Context: an optimization exercise on an open-source flow, tuned for small area. The choices shown serve that exercise and are no tape-out recipe.
In this exercise RTL edits were held to simulation tests only and were not proved equivalent to the original.
Power is estimated from default activity; no workload was simulated.

Design systolic_array_3x3, start of the top module:
module systolic_array_3x3(
    input clk,
    input rst,
    input [71:0] a,
    input [71:0] b,
    output [143:0] c
);
Size: about 180 flip-flops, roughly 290 I/O pins, ~0.018 mm^2 of cells after synthesis.
==> flow/config.mk <==
export PLATFORM = sky130hd
export DESIGN_NAME = systolic_array_3x3
export DESIGN_NICKNAME = systolic_array_3x3
export VERILOG_FILES = /design/flow/design.v
export SDC_FILE = /design/flow/constraint.sdc
export NUM_CORES = 4
export LEC_CHECK = 0
export CAP_MARGIN = 20
export CORE_MARGIN = 2
export CORE_UTILIZATION = 40
export CTS_BUF_LIST = sky130_fd_sc_hd__clkbuf_8
export PLACE_DENSITY = 0.6
export SLEW_MARGIN = 20
export SYNTH_HIERARCHICAL = 1
export BUFFER_PORTS_ARGS = -buffer_cell sky130_fd_sc_hd__buf_1
==> flow/constraint.sdc <==
create_clock -name core_clock -period 8.0 [get_ports {clk}]
set_input_delay 1.6000 -clock core_clock [delete_from_list [all_inputs] [get_ports {clk}]]
set_output_delay 1.6000 -clock core_clock [all_outputs]
set_load 0.01 [all_outputs]
standard.sh (not shown) runs the stock make flow with config.mk's settings and CLKGATE_MAP_FILE= SYNTH_SCRIPT=/design/flow/synth_recipe.tcl, a recipe that flattens the netlist after the stock synthesis.
==> flow/flow/run.sh <==
#!/bin/bash
# Own layout flow: the standard ORFS flow (standard.sh, unchanged synthesis),
# with the port buffers made from the smallest buffer cell instead of the
# default, and the clock tree built without dummy loads. Each tool's output goes
# to a log file in this work folder (ORFS also keeps its per-step logs under
# orfs/logs/).
set -euo pipefail
cat >> config.mk <<'EOM'
export BUFFER_PORTS_ARGS = -buffer_cell sky130_fd_sc_hd__buf_1
EOM
bash standard.sh > standard_flow.log 2>&1
Change:
--- a/flow/flow/run.sh
+++ b/flow/flow/run.sh
@@ -4,3 +4,2 @@
-# default, and the clock tree built without dummy loads. Each tool's output goes
-# to a log file in this work folder (ORFS also keeps its per-step logs under
-# orfs/logs/).
+# default, and the clock tree built without dummy loads. ORFS keeps each
+# step's log under orfs/logs/; make's own output goes to standard_flow.log.
@@ -9,0 +9 @@
+export CTS_ARGS = -sink_clustering_enable -repair_clock_nets -buf_list "sky130_fd_sc_hd__clkbuf_4 sky130_fd_sc_hd__clkbuf_8" -dont_use_dummy_load
- CTS_ARGS: not set -> -sink_clustering_enable -repair_clock_nets -buf_list "sky130_fd_sc_hd__clkbuf_4 sky130_fd_sc_hd__clkbuf_8" -dont_use_dummy_load
Sequential cell count is unchanged.
Power drops by a few percent.
Setup slack gets better by 0.011 ns.
Cell area went down slightly.

* * *

== lane 1 ==
Starting RTL as in the previous note.
clock: 8.0 ns
lec_check: 0
cap_margin: 20
core_margin: 2
core_utilization: 40
place_density: 0.6
slew_margin: 20
synth_hierarchical: 1
buffer_ports_args: -buffer_cell sky130_fd_sc_hd__buf_1
==> flow/flow/run.sh <==
#!/bin/bash
# Own layout flow: the standard ORFS flow (standard.sh, unchanged synthesis),
# with the port buffers made from the smallest buffer cell instead of the
# default, and the clock tree built without dummy loads. Each tool's output goes
# to a log file in this work folder (ORFS also keeps its per-step logs under
# orfs/logs/).
set -euo pipefail
cat >> config.mk <<'EOM'
export BUFFER_PORTS_ARGS = -buffer_cell sky130_fd_sc_hd__buf_1
EOM
bash standard.sh > standard_flow.log 2>&1
#### Input delta (lane 2 over lane 1)
- swapping 40 for 55 in CORE_UTILIZATION
- swapping 0.6 for 0.75 in PLACE_DENSITY
- putting CTS_BUF_LIST at sky130_fd_sc_hd__clkbuf_8 where nothing was set
==> comparison <==
The combinational group share of total power in lane 2 sits 2.0 points above the value recorded for lane 1.
Min non-clock buffer count across lane 1 and lane 2: lane 2
Lane 2 -> lane 1: number of gates resized after CTS delta 0, exact match
Delta (lane 2 minus lane 1): wire length per cell rose about 4.5%; net switching power held steady; part of the cycle the worst path needs now sits higher.
On power, the higher figure sits with lane 1, not lane 2.
A launch point of the critical path of b10n[1] is what lane 2 shows, while a01n[0] belongs to lane 1.
Cmp lane 2 vs lane 1: minimum setup slack in the final design lower in lane 2
Routed wire length (lower): lane 2

-- separate check: timing with driven ports --
How much do the figures lean on ideal ports? The routed layouts below were timed once more, with nothing changed but the port constraints. Step 1, drivers: a clkbuf_16 drives clk and a buf_2 each remaining input, both assumed. Step 2 moves the port delays by t, midway between the first and last clock arrival at a register: inputs arrive t later, outputs are due t later. That takes back most of the time a late clock gives input paths. Slacks: ideal ports / drivers / drivers and shift; pairs: ideal ports / drivers.
| run | t, ns | setup WS [ns] | worst register clock-pin slew, ns | worst data-port slew with drivers (ns) |
|---|---|---|---|---|
| the first run of note 1 | 0.600 | 0.366 / 0.317 / 0.826 | 0.11 / 0.11 | 0.05 |
| the second run of note 1 | 0.585 | 0.377 / 0.328 / 0.815 | 0.11 / 0.11 | 0.05 |
| lane 1 | 0.538 | 0.437 / 0.385 / 0.822 | 0.08 / 0.08 | 0.05 |
| lane 2 | 0.550 | 0.295 / 0.247 / 0.613 | 0.12 / 0.12 | 0.03 |
After both steps every run listed still meets setup and hold.
